Context: an optimization exercise on an open-source flow, tuned for small area. The choices shown serve that exercise and are no tape-out recipe. The RTL was checked by simulation tests, not by an equivalence proof against the original design. Power and IR drop assume default switching activity.

### design/flow/flow/gen_core.py
#!/usr/bin/env python3
"""Write a cell-level (sky130hd) netlist of module arith, equivalent to the
module arith in rtl/ArithUnit.v, and put it in place of that module.

usage: gen_core.py design.v out.v      (replace module arith in design.v)
       gen_core.py - out.v             (write module arith alone)

The array rows use full adders (fa_1) except in the columns listed in FAST,
where the carry goes through a mux2i: it inverts, so the rows' carry chains
alternate between the full adder's slow falling and fast rising edge.
Signals are tracked with their polarity so that the restoring multiplexers
are mux2i cells and few inverters are needed.
"""
import os
import re
import sys

FAST = {1, 3, 5, 7, 9, 11, 13, 15}   # columns (bit positions) with a mux2i carry
CS = set(range(15))          # rows whose carry out of bit j+1 is selected
if os.environ.get("GEN_CS") is not None:
    CS = {int(v) for v in os.environ["GEN_CS"].split(",") if v}
CSE = set(range(15))         # rows whose bit j+1 carry is e ? x : y, e = y ^ c
if os.environ.get("GEN_CSE") is not None:
    CSE = {int(v) for v in os.environ["GEN_CSE"].split(",") if v}
CS = CS - CSE
if os.environ.get("GEN_FAST"):
    FAST = {int(v) for v in os.environ["GEN_FAST"].split(",")}


class Netlist:
    def __init__(self):
        self.insts = []
        self.wires = []
        self.n = 0
        self.invcache = {}

    def wire(self):
        self.n += 1
        w = "n%d" % self.n
        self.wires.append(w)
        return w

    def cell(self, typ, out, **pins):
        """Add a cell; out is the output pin name (or a tuple); returns net(s)."""
        outs = out if isinstance(out, tuple) else (out,)
        nets = {o: self.wire() for o in outs}
        conn = dict(pins)
        conn.update(nets)
        self.n += 1
        self.insts.append((typ, "g%d" % self.n, conn))
        r = tuple(nets[o] for o in outs)
        return r if isinstance(out, tuple) else r[0]

    def inv(self, net, typ="inv_1"):
        if net not in self.invcache:
            y = self.cell(typ, "Y", A=net)
            self.invcache[net] = y
            self.invcache[y] = net
        return self.invcache[net]

    def pol(self, lit, inv):
        """net carrying lit (net, inverted) with the polarity inv."""
        net, i = lit
        return net if i == inv else self.inv(net)

    def verilog(self, name, ports):
        out = ["module %s(%s);" % (name, ", ".join(p for p, _, _ in ports))]
        for p, d, w in ports:
            out.append("  %s %s%s;" % (d, "[%d:0] " % (w - 1) if w > 1 else "", p))
        for w in self.wires:
            out.append("  wire %s;" % w)
        for typ, nm, conn in self.insts:
            c = ", ".join(".%s(%s)" % (k, v) for k, v in conn.items())
            out.append("  sky130_fd_sc_hd__%s %s (%s);" % (typ, nm, c))
        return out


def build():
    N = Netlist()
    a = ["a[%d]" % i for i in range(16)]
    b = ["b[%d]" % i for i in range(16)]
    op = ["opcode[%d]" % i for i in range(3)]
    assigns = []

    # --- comparators: g, l chains alternating polarity -------------------
    class Lazy:
        def __init__(self, nets):
            self.nets = nets

        def __getitem__(self, i):
            return N.inv(self.nets[i])
    an = Lazy(a)
    bn = Lazy(b)
    g = ("", False)
    l = ("", False)
    for i in range(16):
        if i == 0:
            g = (N.cell("nor2_1", "Y", A=an[0], B=b[0]), False)      # a0 & ~b0
            l = (N.cell("nand2_1", "Y", A=an[0], B=b[0]), True)      # ~(~a0 & b0)
        elif i % 2 == 1:
            # g true, l inverted in; p = a|~b, q = a&~b
            p = N.cell("nand2_1", "Y", A=an[i], B=b[i])
            q = N.cell("nor2_1", "Y", A=an[i], B=b[i])
            gn = N.cell("a21oi_1", "Y", A1=N.pol(g, False), A2=p, B1=q)
            lt = N.cell("o21ai_1", "Y", A1=q, A2=N.pol(l, True), B1=p)
            g, l = (gn, True), (lt, False)
        else:
            # g inverted, l true in; pn = ~a&b, qn = ~a|b
            pn = N.cell("nor2_1", "Y", A=a[i], B=bn[i])
            qn = N.cell("nand2_1", "Y", A=a[i], B=bn[i])
            gt = N.cell("o21ai_1", "Y", A1=pn, A2=N.pol(g, True), B1=qn)
            ln = N.cell("a21oi_1", "Y", A1=qn, A2=N.pol(l, False), B1=pn)
            g, l = (gt, False), (ln, True)
    assigns.append("  assign gt = %s;" % N.pol(g, False))
    assigns.append("  assign lt = %s;" % N.pol(l, False))

    # --- decode -----------------------------------------------------------
    m0 = N.cell("nor2_1", "Y", A="mode", B=op[2])
    op1n = N.inv(op[1])
    multn = N.cell("nand3_1", "Y", A=m0, B=op[0], C=op1n)
    mult = N.inv(multn)
    divzn = N.inv("divz")
    divokn = N.cell("nand4_1", "Y", A=m0, B=op[0], C=op[1], D=divzn)
    divok = N.inv(divokn)
    t = N.cell("nand2_1", "Y", A=op[0], B=op1n)                   # ~op0 | op1
    keepxn = N.cell("nand2_1", "Y", A=m0, B=t)
    sub = (op[1], False)
    sw = N.cell("nand2_1", "Y", A=N.pol(g, True), B=multn)       # gt | mult

    # --- operand order ------------------------------------------------------
    swn = [N.cell("inv_2", "Y", A=sw) for _ in range(2)]   # ~sw, 8 loads each
    # Y[i] = u[{a[i], b[i]}]: S ^ sub (S = sw ? b : a), or the logic operation
    # ~tn[{a[i], b[i]}] when mode is set
    t = ["tn[%d]" % i for i in range(4)]
    e = N.cell("xor2_1", "X", A=sw, B=op[1])                  # sw ^ sub
    en = N.cell("xnor2_1", "Y", A=sw, B=op[1])
    u = [None] * 4
    u[0] = [N.cell("mux2i_1", "Y", A0=op1n, A1=t[0], S="mode")]       # sub
    u[3] = [N.cell("mux2i_1", "Y", A0=op[1], A1=t[3], S="mode")]      # ~sub
    u[1] = [N.cell("mux2i_1", "Y", A0=en, A1=t[1], S="mode") for _ in range(2)]  # e
    u[2] = [N.cell("mux2i_1", "Y", A0=e, A1=t[2], S="mode") for _ in range(2)]   # ~e
    Y = [N.cell("mux4_2", "X", A0=u[0][0], A1=u[1][i // 8], A2=u[2][i // 8],
                A3=u[3][0], S0=b[i], S1=a[i]) for i in range(16)]
    Sn = Y               # when dividing, Y = ~S

    # X[16][k] = keepx & (sw ? a[k] : b[k]) = (a[k] & ka) | (b[k] & kb)
    ka = [N.cell("nor2_1", "Y", A=keepxn, B=swn[i]) for i in range(2)]     # keepx & sw
    kb = [N.cell("nor2_1", "Y", A=keepxn, B=sw) for i in range(2)]         # keepx & ~sw

    def xinit(k, inv):
        """X[16][k] = keepx & L[k], with polarity inv."""
        if not inv:
            return N.cell("a22o_1", "X", A1=a[k], A2=ka[k // 8], B1=b[k], B2=kb[k // 8])
        return N.cell("a22oi_1", "Y", A1=a[k], A2=ka[k // 8], B1=b[k], B2=kb[k // 8])

    # --- H[j] = divok & S[15:16-j] == 0 -----------------------------------
    H = {0: divok}
    for j in range(1, 13):
        H[j] = N.cell("and2_1", "X", A=H[j - 1], B=Sn[16 - j])
    A4 = N.cell("nand4_1", "Y", A=Sn[15], B=Sn[14], C=Sn[13], D=Sn[12])
    B4 = N.cell("nand4_1", "Y", A=Sn[11], B=Sn[10], C=Sn[9], D=Sn[8])
    C4 = N.cell("nand4_1", "Y", A=Sn[7], B=Sn[6], C=Sn[5], D=Sn[4])
    H[13] = N.cell("nor4_1", "Y", A=A4, B=B4, C=C4,
                   D=N.cell("nand2_1", "Y", A=Sn[3], B=divok))
    H[14] = N.cell("nor4_1", "Y", A=A4, B=B4, C=C4,
                   D=N.cell("nand3_1", "Y", A=Sn[3], B=Sn[2], C=divok))
    H[15] = N.cell("nor4_1", "Y", A=A4, B=B4, C=C4,
                   D=N.cell("nand4_1", "Y", A=Sn[3], B=Sn[2], C=Sn[1], D=divok))

    # Y with buffered copies of both polarities for the wide columns
    Yl = {}
    for m in range(16):
        if 16 - m > int(os.environ.get("GEN_YBUF", "8")):
            yn = N.cell("inv_2", "Y", A=Y[m])
            Yl[m] = {False: N.cell("inv_2", "Y", A=yn), True: yn}
        else:
            Yl[m] = {False: Y[m], True: None}

    def ylit(m, p):
        if Yl[m][p] is None:
            Yl[m][p] = N.inv(Y[m], "inv_2")
        return Yl[m][p]

    # row 0 takes its operand only when g0 = keepx | (mult & a[0])
    keepx = N.inv(keepxn)
    g0n = N.cell("a21oi_1", "Y", A1=mult, A2=a[0], B1=keepx)
    g0yn = N.cell("a211oi_1", "Y", A1=mult, A2=a[0], B1=keepx, C1="mode")
    Yg = {}

    def ylit0(m, p):
        if (m, p) not in Yg:
            if not p:
                Yg[(m, p)] = N.cell("nor2_1", "Y", A=ylit(m, True), B=g0yn)
            else:
                Yg[(m, p)] = N.cell("nand2_1", "Y", A=ylit(m, False), B=N.inv(g0yn))
        return Yg[(m, p)]

    def cin0(p):
        if not p:
            return N.cell("nor2_1", "Y", A=N.inv(op[1]), B=g0n)
        return N.cell("nand2_1", "Y", A=op[1], B=N.inv(g0n))

    # --- the array ----------------------------------------------------------
    def is_m(j, k):
        return k in FAST and k != j

    def carry_pols(j, p0, ci=True):
        """polarity of the carry into each cell of row j, from p0 at bit j.
        Rows below 15 select the carry out of bit j+1 with a mux2i between
        two precomputed candidates (for both values of sel[j+1])."""
        cp = {j: p0}
        for k in range(j, 16):
            if k == j + 1 and j in CS:
                cp[k + 1] = (not pc[j + 1]) if ci else pc[j + 1]
            elif k == j + 1 and j in CSE:
                cp[k + 1] = pc[j + 1] if ci else (not pc[j + 1])
            else:
                cp[k + 1] = cp[k] ^ is_m(j, k)
        return cp

    def x_need(j, p0, ci=True):
        """polarity row j needs for x at each bit (None: any)."""
        cp = carry_pols(j, p0, ci)
        return {k: (None if is_m(j, k) or (k == j + 1 and j in CSE) else cp[k])
                for k in range(j, 16)}

    # carry polarity at the low end of each row (True: inverted); chosen so
    # that few restoring muxes keep the polarity (mux2 instead of mux2i)
    pc = {15: False}
    csinv = {15: True}   # carry select of row j by a mux2i (else mux2)
    xin = {}             # xin[j] = (net, inverted): X[16][j]
    lsum = {}            # lsum[j] = (net, inverted): sum of row j's low bit

    def choose_pc(j):
        """carry polarity at the low end of row j-1: the one that lets the
        most restoring muxes of row j invert (mux2i rather than mux2)."""
        best = None
        for p0 in (False, True):
            for ci in (True, False):
                need = x_need(j - 1, p0, ci)
                cost = sum(1 for k in range(j, 16)
                           if need[k] is not None and need[k] == xrow[k][1])
                cost += 0 if ci or (j - 1 not in CS and j - 1 not in CSE) else 1
                cost += 0 if p0 else 1     # a22o rather than a22oi for X[16]
                if j - 1 in CS and p0 != pc[j]:
                    cost += 3          # inverter on the carry into the select
                if best is None or cost < best[0]:
                    best = (cost, p0, ci)
        return best[1], best[2]

    xrow = {}            # xrow[k] = (net, inverted): running X bit k
    sel = [None] * 16
    selraw = [None] * 16
    qlit = [None] * 16
    for j in range(15, -1, -1):
        if j == 0:
            c = (cin0(pc[0]), pc[0])
        else:
            c = (N.pol(sub, pc[j]), pc[j])
        xrow[j] = (xinit(j, pc[j]), pc[j])
        xin[j] = xrow[j]
        T = {}
        for k in range(j, 16):
            x = xrow[k]
            d = c[1]
            yn = ylit(k - j, d) if j else ylit0(k, d)   # y with polarity d
            if k == j + 1 and j in CSE:
                # carry = maj(x, y, c) = e ? x : y with e = y ^ c early; x
                # comes from a restoring mux driven by the unbuffered sel
                p = x[1]
                e = N.cell("xor2_1", "X", A=yn, B=c[0])       # e (true)
                yp = ylit(1, p) if j else ylit0(1, p)
                if csinv[j]:
                    co = N.cell("mux2i_1", "Y", A0=yp, A1=x[0], S=e)
                else:
                    co = N.cell("mux2_1", "X", A0=yp, A1=x[0], S=e)
                assert not p == pc[k], (j, k)
                tn = N.cell("xor2_1", "X", A=x[0], B=e)
                T[k] = (tn, p)
                c = (co, (not p) if csinv[j] else p)
                continue
            if k == j + 1 and j in CS:
                # carry out = maj(x, y, c) for x = X[16][k] (sel[k] = 0) or
                # x = low-bit sum of row k (sel[k] = 1), chosen by sel[k]
                q = pc[k]
                cq = N.pol(c, q)
                yq = ylit(1, q) if j else ylit0(1, q)
                w0 = N.cell("maj3_1", "X", A=xin[k][0], B=yq, C=cq)
                w1 = N.cell("maj3_1", "X", A=lsum[k][0], B=yq, C=cq)
                sr = selraw[k]
                if sr[1]:
                    A0, A1 = w1, w0
                else:
                    A0, A1 = w0, w1
                if csinv[j]:
                    co = N.cell("mux2i_1", "Y", A0=A0, A1=A1, S=sr[0])
                else:
                    co = N.cell("mux2_1", "X", A0=A0, A1=A1, S=sr[0])
                # this cell's carry is not used: its sum by two xors
                h = N.cell("xor2_1", "X", A=x[0], B=yn)
                tn = N.cell("xor2_1", "X", A=h, B=c[0])
                T[k] = (tn, x[1])
                c = (co, (not q) if csinv[j] else q)
                continue
            if is_m(j, k):
                # h = x ^ y; carry = h ? c : y (y == x when h == 0)
                h = N.cell("xor2_1", "X", A=x[0], B=yn)
                hi = x[1] ^ d                     # h net = h ^ hi
                if not hi:
                    co = N.cell("mux2i_1", "Y", A0=yn, A1=c[0], S=h)
                else:
                    co = N.cell("mux2i_1", "Y", A0=c[0], A1=yn, S=h)
                # h_net ^ c_net = h ^ c ^ x[1]: T with the polarity of x
                tn = N.cell("xor2_1", "X", A=h, B=c[0])
                T[k] = (tn, x[1])
                c = (co, not d)
            else:
                assert x[1] == d, (j, k)
                co, s_sum = N.cell("fa_1", ("COUT", "SUM"), A=x[0], B=yn, CIN=c[0])
                T[k] = (s_sum, d)
                c = (co, d)
        lsum[j] = T[j]
        # quotient / select bit: sel = ma | (H & c16), ma = mult & a[j]
        if j == 0:
            # quotient bit 0; row 0's sum is the final X
            if c[1]:
                qlit[0] = (N.cell("nor2_1", "Y", A=divokn, B=c[0]), False)
            else:
                qlit[0] = (N.cell("nand2_1", "Y", A=divok, B=c[0]), True)
            for k in range(16):
                xrow[k] = T[k]
            break
        if True:
            if c[1]:
                man = N.cell("nand2_1", "Y", A=mult, B=a[j])
                s_ = (N.cell("o21ai_1", "Y", A1=N.inv(H[j]), A2=c[0], B1=man), False)
            else:
                ma = N.cell("nor2_1", "Y", A=multn, B=an[j])
                s_ = (N.cell("a21oi_1", "Y", A1=H[j], A2=c[0], B1=ma), True)
        selraw[j] = s_
        if 16 - j > 3:
            sb = (N.cell("inv_4" if 16 - j > 8 else "inv_2", "Y", A=s_[0]),
                  not s_[1])
        else:
            sb = s_
        sel[j] = sb
        qlit[j] = s_ if not s_[1] else sb
        # restoring muxes
        if j > 0:
            pc[j - 1], csinv[j - 1] = choose_pc(j)
        need = x_need(j - 1, pc[j - 1], csinv[j - 1]) if j > 0 else {k: None for k in range(16)}
        for k in range(j, 16):
            x = xrow[k]
            tk = T[k]
            assert tk[1] == x[1]
            s_ = selraw[j] if k == j + 1 or (k == j and j - 1 in CSE) else sel[j]
            if s_[1]:
                A0, A1 = tk[0], x[0]
            else:
                A0, A1 = x[0], tk[0]
            want = need[k]
            if want is None or want != x[1]:
                xrow[k] = (N.cell("mux2i_1", "Y", A0=A0, A1=A1, S=s_[0]), not x[1])
            else:
                if os.environ.get("GEN_DEBUG"):
                    print("mux2", j, k, want, x[1], is_m(j - 1, k) if j > 0 else None)
                xrow[k] = (N.cell("mux2_1", "X", A0=A0, A1=A1, S=s_[0]), x[1])
    # --- result: div ? q : X ------------------------------------------------
    divn = N.cell("nand3_1", "Y", A=m0, B=op[0], C=op[1])
    dsb = [N.cell("inv_2", "Y", A=divn) for _ in range(2)]             # div
    for k in range(16):
        xk = xrow[k]
        qk = qlit[k]
        if not xk[1] and not qk[1]:
            r = N.cell("mux2_1", "X", A0=xk[0], A1=qk[0], S=dsb[k // 8])
        else:
            r = N.cell("mux2i_1", "Y", A0=N.pol(xk, True), A1=N.pol(qk, True),
                       S=dsb[k // 8])
        assigns.append("  assign result[%d] = %s;" % (k, r))

    ports = [("a", "input", 16), ("b", "input", 16), ("opcode", "input", 3),
             ("mode", "input", 1), ("divz", "input", 1), ("tn", "input", 4),
             ("gt", "output", 1), ("lt", "output", 1), ("result", "output", 16)]
    lines = N.verilog("arith", ports) + assigns + ["endmodule"]
    return "\n".join(lines) + "\n", N


def main():
    src, dst = sys.argv[1], sys.argv[2]
    mod, N = build()
    if src == "-":
        text = mod
    else:
        text = open(src).read()
        m = re.search(r"^\s*module\s+arith\s*\(.*?^\s*endmodule\b", text, re.S | re.M)
        assert m, "module arith not found"
        text = text[:m.start()] + "\n" + mod + text[m.end():]
    open(dst, "w").write(text)
    cnt = {}
    for typ, _, _ in N.insts:
        cnt[typ] = cnt.get(typ, 0) + 1
    print("arith: %d cells" % len(N.insts), sorted(cnt.items()))


if __name__ == "__main__":
    main()
### design/flow/design.v
module alu_top (
    input             clk,
    input      [15:0] a,
    input      [15:0] b,
    input      [2:0]  opcode,
    input             mode,
    output reg [15:0] result,
    output reg        za,
    output reg        zb,
    output reg        eq,
    output reg        gt,
    output reg        lt
);
    reg [15:0] a_q, b_q;
    reg [2:0]  opcode_q;
    reg        mode_q;
    wire [15:0] alu_out;
    wire        za_w, zb_w, eq_w, gt_w, lt_w;
    ALU u_alu (.a(a_q), .b(b_q), .opcode(opcode_q), .mode(mode_q),
               .outALU(alu_out), .za(za_w), .zb(zb_w), .eq(eq_w), .gt(gt_w), .lt(lt_w));
    always @(posedge clk) begin
        a_q      <= a;
        b_q      <= b;
        opcode_q <= opcode;
        mode_q   <= mode;
        result   <= alu_out;
        za       <= za_w;
        zb       <= zb_w;
        eq       <= eq_w;
        gt       <= gt_w;
        lt       <= lt_w;
    end
endmodule

module arith(a, b, opcode, mode, divz, tn, gt, lt, result);
input [15:0] a;
input [15:0] b;
input [2:0] opcode;
input mode;
input divz;              
input [3:0] tn;          
output gt, lt;           
output [15:0] result;
genvar i, j;
wire [16:0] g, l;
assign g[0] = 1'b0;
assign l[0] = 1'b0;
generate
for (i = 0; i < 16; i = i + 1) begin : cmp
    assign g[i+1] = (a[i] & ~b[i]) | ((a[i] | ~b[i]) & g[i]);
    assign l[i+1] = (~a[i] & b[i]) | ((~a[i] | b[i]) & l[i]);
end
endgenerate
assign gt = g[16];
assign lt = l[16];
wire m0    = ~mode & ~opcode[2];
wire mult  = m0 & ~opcode[1] & opcode[0];
wire div   = m0 & opcode[1] & opcode[0];
wire keepx = m0 & (~opcode[0] | opcode[1]);
wire sub   = opcode[1];
wire divok = div & ~divz;
wire sw    = gt | mult;
wire [15:0] L = sw ? a : b;
wire e = sw ^ sub;
wire [3:0] u = mode ? ~tn : {~sub, ~e, e, sub};
wire [15:0] Y;
genvar m;
generate
for (m = 0; m < 16; m = m + 1) begin : ycol
    assign Y[m] = u[{a[m], b[m]}];
end
endgenerate
wire [15:0] hz;
assign hz[0] = divok;
generate
for (j = 1; j < 16; j = j + 1) begin : hzc
    assign hz[j] = divok & &Y[15:16-j];
end
endgenerate
wire g0 = keepx | (mult & a[0]);
wire g0y = g0 | mode;
wire [15:0] X [0:16];
wire [15:0] sel;
assign X[16] = L & {16{keepx}};
generate
for (j = 15; j >= 0; j = j - 1) begin : row
    wire [16:j] c;
    wire [15:j] t;
    assign c[j] = (j == 0) ? (sub & g0) : sub;
    for (i = j; i < 16; i = i + 1) begin : bc
        wire x = X[j+1][i];
        wire y = (j == 0) ? (Y[i] & g0y) : Y[i-j];
        assign t[i] = x ^ y ^ c[i];
        assign c[i+1] = (x & y) | (x & c[i]) | (y & c[i]);
    end
    if (j == 0) begin : s0
        assign sel[j] = hz[j] & c[16];
        assign X[j] = t;
    end else begin : sj
        assign sel[j] = (mult & a[j]) | (hz[j] & c[16]);
        assign X[j][15:j] = sel[j] ? t : X[j+1][15:j];
        assign X[j][j-1:0] = X[j+1][j-1:0];
    end
end
endgenerate
assign result = div ? sel : X[0];
endmodule
module logic_unit(a, b, opcode, tn, za, zb);
input [15:0] a;
input [15:0] b;
input [2:0] opcode;
output [3:0] tn;         
output za, zb;
reg [3:0] t;
always @(*)
begin
	case(opcode)
	3'b000: t = 4'b1000;	 
	3'b001: t = 4'b1110;	 
	3'b010: t = 4'b0001;	 
	3'b011: t = 4'b0111;	 
	3'b100: t = 4'b0011;	 
	3'b101: t = 4'b0101;	 
	3'b110: t = 4'b0110;	 
	default: t = 4'b1001;	 
	endcase
end
assign tn = ~t;
assign za = ~|a;
assign zb = ~|b;
endmodule
module ALU( a, b, opcode, mode, outALU, za, zb, eq, gt, lt);
input [15:0] a;
input [15:0] b;
input [2:0] opcode;
input mode;
output [15:0] outALU;
output za, zb, eq, gt, lt;
wire [3:0] tn;
logic_unit l1 (.a(a), .b(b), .opcode(opcode), .tn(tn), .za(za), .zb(zb));
arith a1 (.a(a), .b(b), .opcode(opcode), .mode(mode), .divz(za | zb), .tn(tn),
          .gt(gt), .lt(lt), .result(outALU));
assign eq = ~(gt | lt);
endmodule
### design/flow/flow/run.sh
#!/bin/bash
# Layout flow: the standard flow (standard.sh), with module arith of the
# design replaced by a cell-level netlist of the same function written by
# flow/gen_core.py, the ports buffered with buf_1 cells, and the clock tree
# built without dummy loads.
set -euo pipefail
python3 flow/gen_core.py design.v design_core.v > gen_core.log 2>&1
bash standard.sh VERILOG_FILES="$PWD/design_core.v" \
    "BUFFER_PORTS_ARGS=-buffer_cell sky130_fd_sc_hd__buf_1" \
    "CTS_ARGS=-sink_clustering_enable -repair_clock_nets -dont_use_dummy_load -buf_list sky130_fd_sc_hd__clkbuf_8" \
    finish > standard.log 2>&1
### design/flow/standard.sh
#!/bin/bash
# synth_recipe.tcl (not shown) runs the flow's synth.tcl, then flattens the netlist and writes it again
# the make line also repeats each setting of config.mk as NAME=value (left out here)
make -C /OpenROAD-flow-scripts/flow DESIGN_CONFIG=/design/flow/config.mk WORK_HOME=/design/flow/orfs CLKGATE_MAP_FILE= SYNTH_SCRIPT=/design/flow/synth_recipe.tcl "${@:-finish}"
### design/flow/constraint.sdc
create_clock -name core_clock -period 45.0 [get_ports {clk}]
set_input_delay 9.0000 -clock core_clock [delete_from_list [all_inputs] [get_ports {clk}]]
set_output_delay 9.0000 -clock core_clock [all_outputs]
set_load 0.01 [all_outputs]
### design/flow/config.mk
export PLATFORM = sky130hd
export DESIGN_NAME = alu_top
export DESIGN_NICKNAME = alu_top
export VERILOG_FILES = /design/flow/design.v
export SDC_FILE = /design/flow/constraint.sdc
export NUM_CORES = 4
export LEC_CHECK = 0
export ABC_AREA = 1
export CAP_MARGIN = 20
export CORE_MARGIN = 2
export CORE_UTILIZATION = 60
export SLEW_MARGIN = 20
==> results of run 1 <==
[cells in the final DEF (no fill, tap or decap), types with 7 or more instances in the layout]
cell type	n
a21oi_1	20
a22oi_1	15
and2_1	12
buf_1	57
clkbuf_8	9
dfxtp_1	57
fa_1	65
inv_1	44
inv_2	30
inv_4	7
mux2_1	18
mux2i_1	190
mux4_2	16
nand2_1	55
nor2_1	59
o21ai_1	15
xor2_1	143
[kinds of logic (layout without fill, tap and decap cells)]
kind of cell / Yosys count / in the layout / synth area share [%]
AOI/OAI and AO/OA: 65 / 65 / 4.95
and+or+nand+nor: 138 / 138 / 7.67
xor gates and xnor gates: 144 / 144 / 16.8
buffers and inverters: 82 / 150 / 4.34
adders and majority gates: 65 / 65 / 17.4
muxes: 229 / 229 / 33.6
DFF: 57 / 57 / 15.2
[power by group through the flow]
| stage | registers, mW | clock network [mW] | logic (mW) |
|---|---|---|---|
| global placement | 0.0653 | 0 | 0.208 |
| floorplan | 0.0684 | 0 | 0.165 |
| finish | 0.0646 | 0.0363 | 0.219 |
| detailed placement | 0.0657 | 0 | 0.216 |
| CTS | 0.0647 | 0.0376 | 0.217 |
| global route | 0.0654 | 0.0392 | 0.243 |
[synthesized netlist by cell type (all sizes together)]
| cell type | number |
|---|---|
| a211oi | 1 |
| a21oi | 26 |
| a22o | 1 |
| a22oi | 15 |
| a31oi | 1 |
| and2 | 12 |
| dfxtp | 57 |
| fa | 65 |
| inv | 82 |
| mux2 | 18 |
| mux2i | 195 |
| mux4 | 16 |
| nand2 | 55 |
| nand3 | 3 |
| nand4 | 5 |
| nor2 | 59 |
| nor4 | 3 |
| o21ai | 21 |
| or2 | 1 |
| xnor2 | 1 |
| xor2 | 143 |
[metrics by stage]
step	TNS, ps	util (%)	area, µm²	setup WS [ps]	hold slack, ps
2_1_floorplan	0	-	7490	7380	530
3_3_place_gp	0	65.4	7920	2400	607
3_5_place_dp	0	65.4	7920	1110	621
4_1_cts	0	66.4	8040	996	613
5_1_grt	-2.48	67.1	8130	-2.48	651
6_report	0	67.1	8130	2600	600
[worst max-delay path, delay by kind of cell, from the launching register on]
family,cells,cell delay [ps]
adder cells (fa/ha/maj),49,16550
flip-flops,1,440
AND/OR/NAND/NOR,3,430
multiplexers,81,16080
AO/OA/AOI/OAI,30,5680
buffers and inverters,3,490
XOR/XNOR,9,2570
[timing repair]
action | 4_1_cts | 5_1_grt
resized for setup | 0 | 21
setup endpoints to repair | 0 | 11
hold endpoints to repair | 0 | 0
[metal layers]
layer	vias to the layer above	part of all wire [%]	global-route usage [%]
met5	-	0	0
met4	0	2.7	11.2
met3	28	2.8	3.40
met2	125	50	50.2
met1	2830	45	38.8
li1	2786	-	-
[area by class of cell]
| class | instances | area, µm² | area share [%] |
|---|---|---|---|
| inverters | 82 | 330 | 4.07 |
| well taps | 168 | 210 | 2.59 |
| flip-flops and latches | 57 | 1140 | 14.0 |
| repair buffers | 59 | 226 | 2.79 |
| multi-input cells | 641 | 6090 | 75.0 |
| clock buffers | 9 | 124 | 1.52 |
[state kept, by name, summed over array words and instances (netlist names)]
| register | cells |
|---|---|
| eq | 1 |
| gt | 1 |
| za | 1 |
| result | 16 |
| mode_q | 1 |
| opcode_q | 3 |
| a_q | 16 |
| lt | 1 |
| b_q | 16 |
| zb | 1 |
[worst max path at each step]
stage,start,to,slack [ps],cells past startpoint
final,b_q[1],result[0],2600,175
after global routing,b_q[1],result[0],-2,175
after CTS,b_q[1],result[0],1000,175
after detailed placement,b_q[1],result[0],1110,175
after global placement,b_q[1],result[0],2400,175
after floorplan,b_q[1],result[0],7380,175
==> results_dict.tcl, run 1 <==
set metrics [dict create \
    ys_seq_area_share_pct 15.2 \
    power_frac_seq_pct 20.2 \
    post-dp-hpwl_um 15300 \
    nFillCells 1030 \
    slew_headroom_pct 27.3 \
    hp-class "flip-flop to flip-flop" \
    leakage_nw 3.78 \
    hold_path_depth 2 \
    grt_pass1_wl_um 30000 \
    p_clk_share_pct 11.3 \
    maxCapViolCount 0 \
    wire_per_inst_um 18.5 \
    tightest_slew_ps 1060 \
    r2r_cells 175 \
    irDropWorstVdd_uv 23.3 \
    first_pass_iters 6 \
    dp_cells 1006 \
    worstPathArrival_ps 42640 \
    power_mw 0.320 \
    initial_utilization_pct 61.8 \
    std_cell_rows 40 \
    grt_pass1_vias 5870 \
    stdcell_count 1016 \
    synth_seq_cells 57 \
    insertion_delay_ps 350 \
    reg2reg_slack_ps 2600 \
    cpMaxStageDelayCell "mux4_2" \
    yosysWarnings 2 \
    gp_congestion 0.877 \
    viasPerCell 5.68 \
    syn2layout_area_growth_pct 8.50 \
    fin_nets 952 \
    cts_setup_buffers 0 \
    finClkSkew_ps 17.0 \
    path_max_fanout 15 \
    path_clk_slew_ps 70 \
    reg2reg_to "result[0]" \
    synth.cell_area_um2 7490 \
    totalWireLength_um 18800 \
    finalHoldViolations 0 \
    swShare_pct 47.0 \
    htreeDepth 3 \
    ant_nets 0 \
    syn_avg_cell_area_um2 9.60 \
    dieArea_um2 13400 \
    switchingPower_mw 0.151 \
    numCtsBuffers 9 \
    root_buffer "clkbuf_8" \
    status "complete, no violations" \
    internal-power_mw 0.170 \
    clk_path_buf_depth 2 \
    synth_top_area_share_pct 26.1 \
    end_kind "flip-flop" \
    fmax_mhz 23.6 \
    synthesis.nets 882 \
    grt.overflow.total 0 \
    num_io_pins 58 \
    route.detailed.drc 0 \
    grtUsageTotal_pct 29.5 \
    die_h_um 116 \
    powerDensity_nw_per_um2 39.4 \
    postSynthCellCount 780 \
    grt_max_degree 18 \
    io_buffers 57 \
    core_um2 12100 \
    diodes 0 \
    cpPeakStageDelay_ps 570 \
    cp_common_cell "mux2i_1" \
    drive_gt1_share_pct 9.67 \
    cts_tree "built" \
    die_width_um 116 \
    hp-start "b_q[15]" \
    drv_slew 0 \
    p_comb_share_pct 68.5 \
    cp.required_ps 45250 \
    critical_path_class "flip-flop to flip-flop" \
    ctsHoldBuffers 0 \
    drt_iter0_drc 295 \
    yosys-top-cells-area "mux2i_1 (26%), fa_1 (17%), xor2_1 (17%)" \
    finalCritPeriodShare_pct 94.2 \
    min_period_ps 42400 \
    ys_types 23 \
    hold_end "lt" \
    vias 5769 \
    clkSinkCount 57 \
    worstSetupStartpointType "flip-flop" \
    r2r_start "b_q[1]" \
    yosysTopAreaCell "mux2i_1" \
    antenna_found_initial 0 \
    setup_viol 0 \
]
==> run 2, diff against run 1 <==
--- a/design/flow/flow/gen_core.py
+++ b/design/flow/flow/gen_core.py
@@ -254,2 +254,3 @@
     qlit = [None] * 16
+    qalt = [None] * 16
     for j in range(15, -1, -1):
@@ -347,2 +348,3 @@
         qlit[j] = s_ if not s_[1] else sb
+        qalt[j] = sb if not s_[1] else s_      # the other polarity, if buffered
         # restoring muxes
@@ -373,2 +375,4 @@
         qk = qlit[k]
+        if qalt[k] is not None and qalt[k][1] != qk[1] and qalt[k][1] == xk[1]:
+            qk = qalt[k]
         if not xk[1] and not qk[1]:
==> run 2 against run 1 <==
Clock power hardly changed. Core utilization shrank 0.13 points. Critical path depth did not move. Via count up 2.5%. Area after synthesis decreased by 0.15%. Combinational power about the same. Total power decreased by 0.30%. Register-to-register slack worse by 80 ps. Clock skew up 8.9 ps. Count of clock-buffer cells in the layout did not move. Cell area shrank 0.20%. Largest cell class unchanged.
==> results_dict.tcl, run 2 <==
set metrics [dict create \
    hp-class "flip-flop to flip-flop" \
    setup_viol 0 \
    grt.overflow.total 0 \
    maxCapViolCount 0 \
    num_io_pins 58 \
    cpMaxStageDelayCell "mux4_2" \
    insertion_delay_ps 350 \
    synth-edff-count 0 \
    switchingPower_mw 0.150 \
    p_comb_share_pct 68.5 \
    yosysWarnings 2 \
    internal-power_mw 0.169 \
    path_max_fanout 15 \
    worst-path-buf-inv 3 \
    multi_input_area_um2 6080 \
    initial_utilization_pct 61.7 \
    holdWs_ps 595 \
    synthesis.nets 879 \
    yosysTopAreaCell "mux2i_1" \
    cpPeakStageDelay_ps 580 \
    ctsHoldBuffers 0 \
    drv_slew 0 \
    layout_commonest_cell "mux2i_1" \
    vias 5914 \
    postSynthCellCount 777 \
    powerDensity_nw_per_um2 39.4 \
    antenna_found_initial 0 \
    p_clk_share_pct 11.4 \
    status "complete, no violations" \
    synth_top_area_share_pct 26.1 \
    totalWireLength_um 19200 \
    worstPathArrival_ps 42730 \
    met3_usage_pct 3.50 \
    ys_seq_area_share_pct 15.3 \
    yosysMostFrequentCell "mux2i_1" \
    fmax_mhz 23.5 \
    synth.cell_area_um2 7480 \
    irDropWorstVdd_uv 19.7 \
    min_period_ps 42480 \
    drive_gt1_share_pct 9.57 \
    syn_avg_cell_area_um2 9.62 \
    clk_path_buf_depth 2 \
    r2r_start "b_q[1]" \
    drt_iter0_drc 328 \
    swShare_pct 47.0 \
    root_buffer "clkbuf_8" \
    grt_pass1_wl_um 30900 \
    yosys-top-cells-area "mux2i_1 (26%), fa_1 (17%), xor2_1 (17%)" \
    path_clk_slew_ps 70 \
    top_regs "a_q x16, b_q x16, result x16" \
    gp_congestion 0.872 \
    die_width_um 116 \
    fin_nets 950 \
    ys_types 23 \
    ant_nets 0 \
    worstSetupStartpointType "flip-flop" \
    use_met1_pct 38.6 \
    cp.required_ps 45250 \
    syn2layout_area_growth_pct 8.45 \
    post-dp-hpwl_um 15300 \
    post-route-util_pct 67.0 \
    end_kind "flip-flop" \
    finClkSkew_ps 25.8 \
    grt_pass1_vias 6075 \
    clkSinkCount 57 \
    first_pass_iters 5 \
    finalCritPeriodShare_pct 94.4 \
    io_buffers 57 \
    power_frac_seq_pct 20.2 \
    htreeDepth 3 \
    grt_max_degree 18 \
    final_cell_mix "mux2i_1 (193), xor2_1 (143), fa_1 (65)" \
    hp-start "b_q[15]" \
    critical_path_class "flip-flop to flip-flop" \
    numCtsBuffers 9 \
    die_h_um 116 \
    finalHoldViolations 0 \
    std_cell_rows 40 \
    nFillCells 1076 \
    wire_per_inst_um 19.0 \
    route.detailed.drc 0 \
    grt-busiest-layer "met2" \
    synth_seq_cells 57 \
    tns_ps 0 \
    synth_ff_type "dfxtp_1" \
    leakage_nw 3.80 \
    grt.met2_usage_pct 51.7 \
    final-seq-area_um2 1140 \
    dieArea_um2 13400 \
    cpLargestDelayFamily "adder cells" \
    viasPerCell 5.83 \
    slew_headroom_pct 26.3 \
    ys_async_sr_fraction_pct 0 \
    core_um2 12100 \
    crit_start "b_q[1]" \
    ys_top_cells_by_count "mux2i_1 (195), xor2_1 (143), fa_1 (65)" \
    tightest_slew_ps 1070 \
    grtUsageTotal_pct 30.2 \
    cts_tree "built" \
    cp_common_cell "mux2i_1" \
    diodes 0 \
]
run 2: cell count changes after synthesis:
cell   change
inv_1      -3
run 2: final cells by class:
| class | instances | area share, % |
|---|---|---|
| Inverter | 79 | 3.93 |
| Tap cell | 168 | 2.59 |
| Multi-Input combinational cell | 641 | 75.0 |
| Timing Repair Buffer | 60 | 2.92 |
| Sequential cell | 57 | 14.1 |
| Clock buffer | 9 | 1.53 |
run 2: worst paths after layout:
path | end | slack (ps) | cells after the start
max | result[0] | 2520 | 175
min | lt | 600 | 2
max reg2reg | result[0] | 2520 | 175
min reg2reg | lt | 600 | 2
run 2: per-layer routing:
layer / vias up / routed length, µm
met2: 204 / 9310
met3: 58 / 1040
met5: - / 0
met4: 0 / 779
li1: 2775 / -
met1: 2877 / 8090
run 2: what timing repair did:
item,in CTS,in global routing
setup endpoints to repair,0,10
endpoints found under the hold margin,0,0
resized for setup,0,18
setup buffers,0,1
run 2: power groups by stage:
stage	clock [mW]	sequential (mW)	combinational [mW]
after floorplan	0	0.0684	0.165
after global placement	0	0.0651	0.208
after detailed placement	0	0.0654	0.216
after CTS	0.0376	0.0643	0.217
after global routing	0.0394	0.0653	0.243
final	0.0363	0.0643	0.219
run 2: kinds of logic after synthesis:
family	Yosys count	synth area share, %
buffers and inverters	79	4.20
xor gates and xnor gates	144	16.9
muxes	229	33.6
and+or+nand+nor	138	7.68
adders and majority gates	65	17.4
DFF	57	15.3
AOI/OAI and AO/OA	65	4.95
run 2: per-stage QoR:
| stage | instances | worst slack, ps | instance area, µm² | total power, mW |
|---|---|---|---|---|
| 2_1_floorplan | 777 | 7340 | 7480 | 0.233 |
| 3_3_place_gp | 1003 | 2270 | 7910 | 0.273 |
| 3_5_place_dp | 1003 | 1100 | 7910 | 0.281 |
| 4_1_cts | 1012 | 860 | 8030 | 0.319 |
| 5_1_grt | 1014 | -39.0 | 8110 | 0.347 |
| 6_report | 1014 | 2520 | 8110 | 0.319 |
run 2: worst reg2reg max path: cells and delay by family (launching register included):
family	cells	cell delay, ps
adder cells (fa/ha/maj)	50	16970
AND/OR/NAND/NOR	3	420
flip-flops	1	460
XOR/XNOR	8	2240
AO/OA/AOI/OAI	30	5680
buffers and inverters	3	510
multiplexers	81	16050
==> run 3, diff against run 2 <==
--- a/design/flow/flow/run.sh
+++ b/design/flow/flow/run.sh
@@ -9,3 +9,3 @@
     "BUFFER_PORTS_ARGS=-buffer_cell sky130_fd_sc_hd__buf_1" \
-    "CTS_ARGS=-sink_clustering_enable -repair_clock_nets -dont_use_dummy_load -buf_list sky130_fd_sc_hd__clkbuf_8" \
+    "CTS_ARGS=-sink_clustering_enable -repair_clock_nets -dont_use_dummy_load -sink_clustering_size 64 -sink_clustering_max_diameter 1000 -buf_list sky130_fd_sc_hd__clkbuf_16" \
     finish > standard.log 2>&1
--- a/design/flow/flow/gen_core.py
+++ b/design/flow/flow/gen_core.py
@@ -1,7 +1,8 @@
 #!/usr/bin/env python3
-"""Write a cell-level (sky130hd) netlist of module arith, equivalent to the
-module arith in rtl/ArithUnit.v, and put it in place of that module.
+"""Write cell-level (sky130hd) netlists of modules arith and logic_unit,
+equivalent to those in rtl/ArithUnit.v and rtl/LogicUnit.v, and put them in
+place of those modules.
 
-usage: gen_core.py design.v out.v      (replace module arith in design.v)
-       gen_core.py - out.v             (write module arith alone)
+usage: gen_core.py design.v out.v      (replace the modules in design.v)
+       gen_core.py - out.v             (write the two modules alone)
 
@@ -391,2 +392,35 @@
 
+def build_lu():
+    """module logic_unit: the inverted truth table tn of the logic operation
+    (tn[{a[i], b[i]}] = ~result[i]) and the zero flags."""
+    N = Netlist()
+    o0, o1, o2 = "opcode[0]", "opcode[1]", "opcode[2]"
+    assigns = []
+    # tn3 = o2 ? ~(o0 & o1) : o1; tn1 = ~(o0 ^ o2); tn2 = o2 ? ~(o0 ^ o1) : ~o0;
+    # tn0 = o2 ? (o1 & ~o0) : ~o1
+    assigns.append("  assign tn[3] = %s;" % N.cell(
+        "mux2_1", "X", A0=o1, A1=N.cell("nand2_1", "Y", A=o0, B=o1), S=o2))
+    assigns.append("  assign tn[1] = %s;" % N.cell("xnor2_1", "Y", A=o0, B=o2))
+    x01 = N.cell("xor2_1", "X", A=o0, B=o1)
+    assigns.append("  assign tn[2] = %s;" % N.cell("mux2i_1", "Y", A0=o0, A1=x01, S=o2))
+    t = N.cell("nand2_1", "Y", A=o1, B=N.inv(o0))                    # o0 | ~o1
+    assigns.append("  assign tn[0] = %s;" % N.cell("mux2i_1", "Y", A0=o1, A1=t, S=o2))
+    for v in ("a", "b"):
+        q = [N.cell("nor4_1", "Y", A="%s[%d]" % (v, 4 * i), B="%s[%d]" % (v, 4 * i + 1),
+                    C="%s[%d]" % (v, 4 * i + 2), D="%s[%d]" % (v, 4 * i + 3))
+             for i in range(4)]
+        assigns.append("  assign z%s = %s;" % (v, N.cell("and4_1", "X", A=q[0], B=q[1],
+                                                         C=q[2], D=q[3])))
+    ports = [("a", "input", 16), ("b", "input", 16), ("opcode", "input", 3),
+             ("tn", "output", 4), ("za", "output", 1), ("zb", "output", 1)]
+    lines = N.verilog("logic_unit", ports) + assigns + ["endmodule"]
+    return "\n".join(lines) + "\n", N
+
+
+def replace_module(text, name, mod):
+    m = re.search(r"^\s*module\s+%s\s*\(.*?^\s*endmodule\b" % name, text, re.S | re.M)
+    assert m, "module %s not found" % name
+    return text[:m.start()] + "\n" + mod + text[m.end():]
+
+
 def main():
@@ -394,9 +428,9 @@
     mod, N = build()
+    lmod, LN = build_lu()
     if src == "-":
-        text = mod
+        text = mod + lmod
     else:
         text = open(src).read()
-        m = re.search(r"^\s*module\s+arith\s*\(.*?^\s*endmodule\b", text, re.S | re.M)
-        assert m, "module arith not found"
-        text = text[:m.start()] + "\n" + mod + text[m.end():]
+        text = replace_module(text, "arith", mod)
+        text = replace_module(text, "logic_unit", lmod)
     open(dst, "w").write(text)
==> run 3 against run 2 <==
Non-clock buffer count down 2. Combinational power rose by 3%. Worst hold slack better by 11 ps. Critical path type unchanged. Global-route usage up 0.93 points. Critical path depth is 2 lower.
==> results_dict.tcl, run 3 <==
set metrics [dict create \
    critical_path_class "flip-flop to flip-flop" \
    slew_headroom_pct 27.7 \
    grt.overflow.total 0 \
    die_h_um 115 \
    yosysTopAreaCell "mux2i_1" \
    status "complete, no violations" \
    synth_compound_area_share_pct 4.83 \
    synth_ff_type "dfxtp_1" \
    synthMuxAreaShare_pct 34.2 \
    finalHoldViolations 0 \
    num_io_pins 58 \
    synth_seq_cells 57 \
    fin_nets 924 \
    insertion_delay_ps 340 \
    dieArea_um2 13300 \
    r2r_start "b_q[1]" \
    viasPerCell 5.85 \
    end_kind "flip-flop" \
    ys_types 22 \
    powerDensity_nw_per_um2 42.3 \
    ys_async_sr_fraction_pct 0 \
    hp-class "flip-flop to flip-flop" \
    setup_viol 0 \
    layout_commonest_cell "mux2i_1" \
    tightest_slew_ps 1050 \
    gp_congestion 0.889 \
    synth_top_area_share_pct 26.5 \
    final_cell_mix "mux2i_1 (193), xor2_1 (144), fa_1 (65)" \
    yosys-top-cells-area "mux2i_1 (27%), fa_1 (17%), xor2_1 (17%)" \
    diodes 0 \
    synthAdderAreaFrac_pct 17.5 \
    grt_pass1_wl_um 31300 \
    worst-path-buf-inv 3 \
    grt_max_degree 18 \
    r2r_cells 173 \
    top_regs "a_q x16, b_q x16, result x16" \
    reg2reg_to "result[14]" \
    cts_tree "built" \
    synth-edff-count 0 \
    drv_slew 0 \
    yosys.area_share.simple_pct 6.78 \
    irDropWorstVdd_uv 26.5 \
    post-dp-hpwl_um 15800 \
    io_buffers 57 \
    die_width_um 115 \
    vias 5779 \
    fmax_mhz 23.7 \
    postSynthCellCount 753 \
    synthesis.nets 855 \
    root_buffer "clkbuf_16" \
    yosysMostFrequentCell "mux2i_1" \
    numCtsBuffers 9 \
    drt_iter0_drc 324 \
    ys_top_cells_by_count "mux2i_1 (197), xor2_1 (144), fa_1 (65)" \
    worstPathArrival_ps 42500 \
    ant_nets 0 \
    ctsHoldBuffers 0 \
    clkSinkCount 57 \
    post-route-util_pct 67.7 \
    hold_end "lt" \
    power_mw 0.345 \
    syn_avg_cell_area_um2 9.88 \
    cp.required_ps 45240 \
    finalCritPeriodShare_pct 93.9 \
    initial_utilization_pct 61.7 \
    yosysWarnings 1 \
    cpLargestDelayFamily "adder cells" \
    grt_pass1_vias 5950 \
    place_ws_ps 1600 \
    hp-start "b_q[15]" \
    cp_common_cell "mux2i_1" \
    synth_top_family_by_area "multiplexers" \
    worst_slack_ps 2740 \
    cpMaxStageDelayCell "mux4_2" \
    hold_path_depth 2 \
    drive_gt1_share_pct 9.88 \
    cpPeakStageDelay_ps 580 \
    maxCapViolCount 0 \
    totalWireLength_um 19500 \
    first_pass_iters 5 \
    leakage_nw 3.77 \
    min_period_ps 42260 \
    syn2layout_area_growth_pct 9.75 \
    wire_per_inst_um 19.7 \
    synth_xor_area_share_pct 17.2 \
    cts_resized 0 \
    grtUsageTotal_pct 31.1 \
    finClkSkew_ps 13.0 \
    clk_path_buf_depth 2 \
    route.detailed.drc 0 \
    reg2reg_slack_ps 2740 \
    antenna_found_initial 0 \
    path_max_fanout 15 \
    cts_setup_buffers 0 \
    worstSetupStartpointType "flip-flop" \
    ys_seq_area_share_pct 15.3 \
    htreeDepth 3 \
    core_um2 12100 \
    std_cell_rows 40 \
    path_clk_slew_ps 50 \
    synth.cell_area_um2 7440 \
]
-- run 3: power breakdown --
group	internal [mW]	total [mW]	switching, mW
logic	0.0929	0.225	0.132
registers	0.0599	0.0649	0.00502
clock network	0.0348	0.0557	0.0209
total	0.188	0.345	0.158
-- run 3: per-stage QoR --
stage	cell area, µm²	setup TNS [ps]	instances	hold WS [ps]
floorplan	7440	0	753	530
global placement	7870	0	979	593
detailed placement	7870	0	979	605
CTS	8100	0	988	600
global route	8170	-123	988	664
finish	8170	0	988	606
-- run 3: area by class of cell --
class | count | area, µm²
clock buffer | 9 | 225
sequential | 57 | 1140
tap | 168 | 210
timing repair buffer | 58 | 221
inverter | 78 | 315
fill | 1003 | 3890
multi-input combinational | 618 | 6050
-- run 3: kinds of logic after synthesis --
logic type / count (synthesis)
mux: 232
flops: 57
simple gates: 112
xor+xnor: 146
buf+inv: 78
fa+ha+maj: 65
compound gates: 63
-- run 3: worst min-delay path: cells and delay by family (launching register included) --
kind | cells | cell delay [ps]
DFF | 1 | 340
AOI/OAI and AO/OA | 1 | 100
and+or+nand+nor | 1 | 110
-- run 3: how the worst max path moves through the flow --
stage                      start    endpoint  slack (ps)  cells past startpoint
after global placement    b_q[1]  result[14]        3090                    173
after floorplan           b_q[1]   result[0]        7340                    175
after CTS                 b_q[1]  result[14]        1460                    173
final                     b_q[1]  result[14]        2740                    173
after detailed placement  b_q[1]  result[14]        1600                    173
after global routing      b_q[1]   result[0]         -60                    175
-- run 3: metal layers --
layer	up-vias	wire [µm]	global-route usage (%)
li1	2724	-	-
met1	2849	8130	39.2
met2	162	9770	53.5
met3	44	954	5.27
met4	0	622	12.0
met5	-	0	0
==> run 4, diff against run 3 <==
--- a/design/flow/flow/run.sh
+++ b/design/flow/flow/run.sh
@@ -9,3 +9,3 @@
     "BUFFER_PORTS_ARGS=-buffer_cell sky130_fd_sc_hd__buf_1" \
-    "CTS_ARGS=-sink_clustering_enable -repair_clock_nets -dont_use_dummy_load -sink_clustering_size 64 -sink_clustering_max_diameter 1000 -buf_list sky130_fd_sc_hd__clkbuf_16" \
+    "CTS_ARGS=-sink_clustering_enable -repair_clock_nets -dont_use_dummy_load -buf_list sky130_fd_sc_hd__clkbuf_8" \
     finish > standard.log 2>&1
==> run 4 against run 3 <==
Still clean. Critical endpoint unchanged. Highest routed layer unchanged. Synthesized cell count stayed put. Critical path type unchanged. Die area stayed put. Non-clock buffer count stayed put. Worst hold slack better by 2.9 ps.
==> results_dict.tcl, run 4 <==
set metrics [dict create \
    grt_max_degree 18 \
    core_um2 12100 \
    wire_per_inst_um 19.8 \
    layout_commonest_cell "mux2i_1" \
    std_cell_rows 40 \
    ant_nets 0 \
    cpPeakStageDelay_ps 580 \
    initial_utilization_pct 61.7 \
    ys_top_cells_by_count "mux2i_1 (197), xor2_1 (144), fa_1 (65)" \
    grt_pass1_wl_um 31300 \
    hp-class "flip-flop to flip-flop" \
    reg2reg_to "result[14]" \
    ys_seq_area_share_pct 15.3 \
    top_regs "a_q x16, b_q x16, result x16" \
    syn_avg_cell_area_um2 9.88 \
    path_clk_slew_ps 70 \
    io_buffers 57 \
    switchingPower_mw 0.156 \
    antenna_found_initial 0 \
    finalHoldViolations 0 \
    die_width_um 115 \
    clk_path_buf_depth 2 \
    place_area_um2 7870 \
    grt_pass1_vias 5942 \
    synth-edff-count 0 \
    end_kind "flip-flop" \
    gp_congestion 0.889 \
    p_clk_share_pct 11.2 \
    worstPathArrival_ps 42650 \
    tns_ps 0 \
    ys_types 22 \
    syn2layout_area_growth_pct 8.44 \
    postSynthCellCount 753 \
    yosysMostFrequentCell "mux2i_1" \
    finClkSkew_ps 14.3 \
    ctsHoldBuffers 0 \
    root_buffer "clkbuf_8" \
    p_comb_share_pct 68.9 \
    final_cell_mix "mux2i_1 (192), xor2_1 (144), fa_1 (65)" \
    synth_ff_type "dfxtp_1" \
    dieArea_um2 13300 \
    status "complete, no violations" \
    swShare_pct 47.8 \
    stdcell_area_um2 8070 \
    synthesis.nets 855 \
    power_frac_seq_pct 19.8 \
    num_io_pins 58 \
    r2r_start "b_q[1]" \
    worstSetupStartpointType "flip-flop" \
    nFillCells 1008 \
    synth_top_area_share_pct 26.5 \
    setup_viol 0 \
    reg2reg_slack_ps 2620 \
    holdWs_ps 609 \
    route.detailed.drc 0 \
    cpMaxStageDelayCell "mux4_2" \
    cp.required_ps 45270 \
    cts_tree "built" \
    synth.cell_area_um2 7440 \
    ys_async_sr_fraction_pct 0 \
    critical_path_class "flip-flop to flip-flop" \
    fin_nets 924 \
    yosysWarnings 1 \
    drt_iter0_drc 319 \
    post-dp-hpwl_um 15800 \
    cts_setup_buffers 0 \
    cts_resized 0 \
    grt.overflow.total 0 \
    powerDensity_nw_per_um2 40.5 \
    yosysTopAreaCell "mux2i_1" \
    path_max_fanout 15 \
    power_mw 0.327 \
    insertion_delay_ps 360 \
    cp_common_cell "mux2i_1" \
    r2r_cells 173 \
    vias 5785 \
    diodes 0 \
    drv_slew 0 \
    leakage_nw 3.72 \
    irDropWorstVdd_uv 26.9 \
    finalCritPeriodShare_pct 94.2 \
    crit_start "b_q[1]" \
    fmax_mhz 23.6 \
    maxCapViolCount 0 \
    synth_seq_cells 57 \
    cp-endpoint "result[14]" \
    min_period_ps 42380 \
    grtUsageTotal_pct 31.3 \
    internal-power_mw 0.170 \
    drive_gt1_share_pct 10.0 \
    totalWireLength_um 19600 \
    clkSinkCount 57 \
    slew_headroom_pct 27.7 \
    viasPerCell 5.86 \
    numCtsBuffers 9 \
    htreeDepth 3 \
    post-route-util_pct 66.9 \
    first_pass_iters 5 \
    yosys-top-cells-area "mux2i_1 (27%), fa_1 (17%), xor2_1 (17%)" \
    die_h_um 115 \
    tightest_slew_ps 1050 \
]
==> run 4: changes by cell type in the layout (fill, tap and decap cells not counted) <==
cell	before	now
clkbuf_16	9	0
clkbuf_8	0	9
mux2i_1	193	192
mux2i_2	4	5
==> run 4: through the flow <==
| stage | setup slack [ps] | cells |
|---|---|---|
| 2_1_floorplan | 7340 | 753 |
| 3_3_place_gp | 3090 | 979 |
| 3_5_place_dp | 1600 | 979 |
| 4_1_cts | 1480 | 988 |
| 5_1_grt | -119 | 988 |
| 6_report | 2620 | 988 |
==> run 4: power groups by stage <==
| stage | Clock, mW | Combinational, mW | Sequential [mW] |
|---|---|---|---|
| detailed placement | 0 | 0.221 | 0.0659 |
| finish | 0.0367 | 0.225 | 0.0648 |
| global route | 0.0405 | 0.249 | 0.0657 |
| CTS | 0.0383 | 0.222 | 0.0648 |
| floorplan | 0 | 0.165 | 0.0685 |
| global placement | 0 | 0.211 | 0.0655 |
==> run 4: final cells by class <==
cell class,instances,area [µm²],share of cell area [%]
well taps,168,210,2.61
multi-input cells,618,6060,75.1
flip-flops and latches,57,1140,14.1
inverters,78,315,3.91
repair buffers,58,221,2.74
clock buffers,9,124,1.54
==> run 4: worst min path at each step <==
stage / cells past startpoint / slack, ps / startpoint / endpoint
after floorplan: 2 / 530 / b_q[15] / lt
after detailed placement: 2 / 600 / b_q[15] / lt
after global routing: 2 / 660 / b_q[15] / lt
final: 2 / 610 / b_q[15] / lt
after global placement: 2 / 590 / b_q[15] / lt
after CTS: 2 / 600 / b_q[15] / lt
==> run 4: critical path, delay by kind of cell (launching register included) <==
| family | cells | cell delay [ps] |
|---|---|---|
| buffers and inverters | 3 | 550 |
| multiplexers | 82 | 16520 |
| flip-flops | 1 | 440 |
| adder cells (fa/ha/maj) | 49 | 16900 |
| AND/OR/NAND/NOR | 2 | 330 |
| AO/OA/AOI/OAI | 30 | 5430 |
| XOR/XNOR | 7 | 2010 |
==> run 4: per-layer routing <==
metal / track usage [%] / up-vias / routed length (µm)
met5: 0 / - / 0
met3: 5.22 / 40 / 900
li1: - / 2728 / -
met4: 13.1 / 0 / 627
met1: 39.4 / 2846 / 8230
met2: 53.4 / 171 / 9810
==> run 4: cell families (layout without fill, tap and decap cells) <==
kind of cell,Yosys count,in the layout,synth area share [%]
DFF,57,57,15.3
muxes,232,232,34.2
adders and majority gates,65,65,17.5
xor gates and xnor gates,146,146,17.2
and+or+nand+nor,112,112,6.78
AOI/OAI and AO/OA,63,63,4.83
buffers and inverters,78,145,4.17

## static timing again, ports no longer ideal
The results above use ideal ports. As a check the final layouts listed here were re-extracted and re-timed, cells and wires unchanged. Step 1, drivers: a clkbuf_16 drives clk and a buf_2 each remaining input, both assumed. Step 2 moves the port delays by t, midway between the first and last clock arrival at a register: inputs arrive t later, outputs are due t later. That takes back most of the time a late clock gives input paths. Slacks: no drivers / after step 1 / after step 2; pairs: no drivers / after step 1.
run	shift t [ns]	slack for setup (ns)	worst register clock-pin slew, ns
run 1	0.375	2.603 / 2.603 / 2.603	0.07 / 0.07
run 2	0.371	2.523 / 2.523 / 2.523	0.07 / 0.07
run 3	0.367	2.737 / 2.737 / 2.737	0.05 / 0.05
run 4	0.389	2.618 / 2.618 / 2.618	0.07 / 0.07
After both steps setup and hold are still met in every run listed.
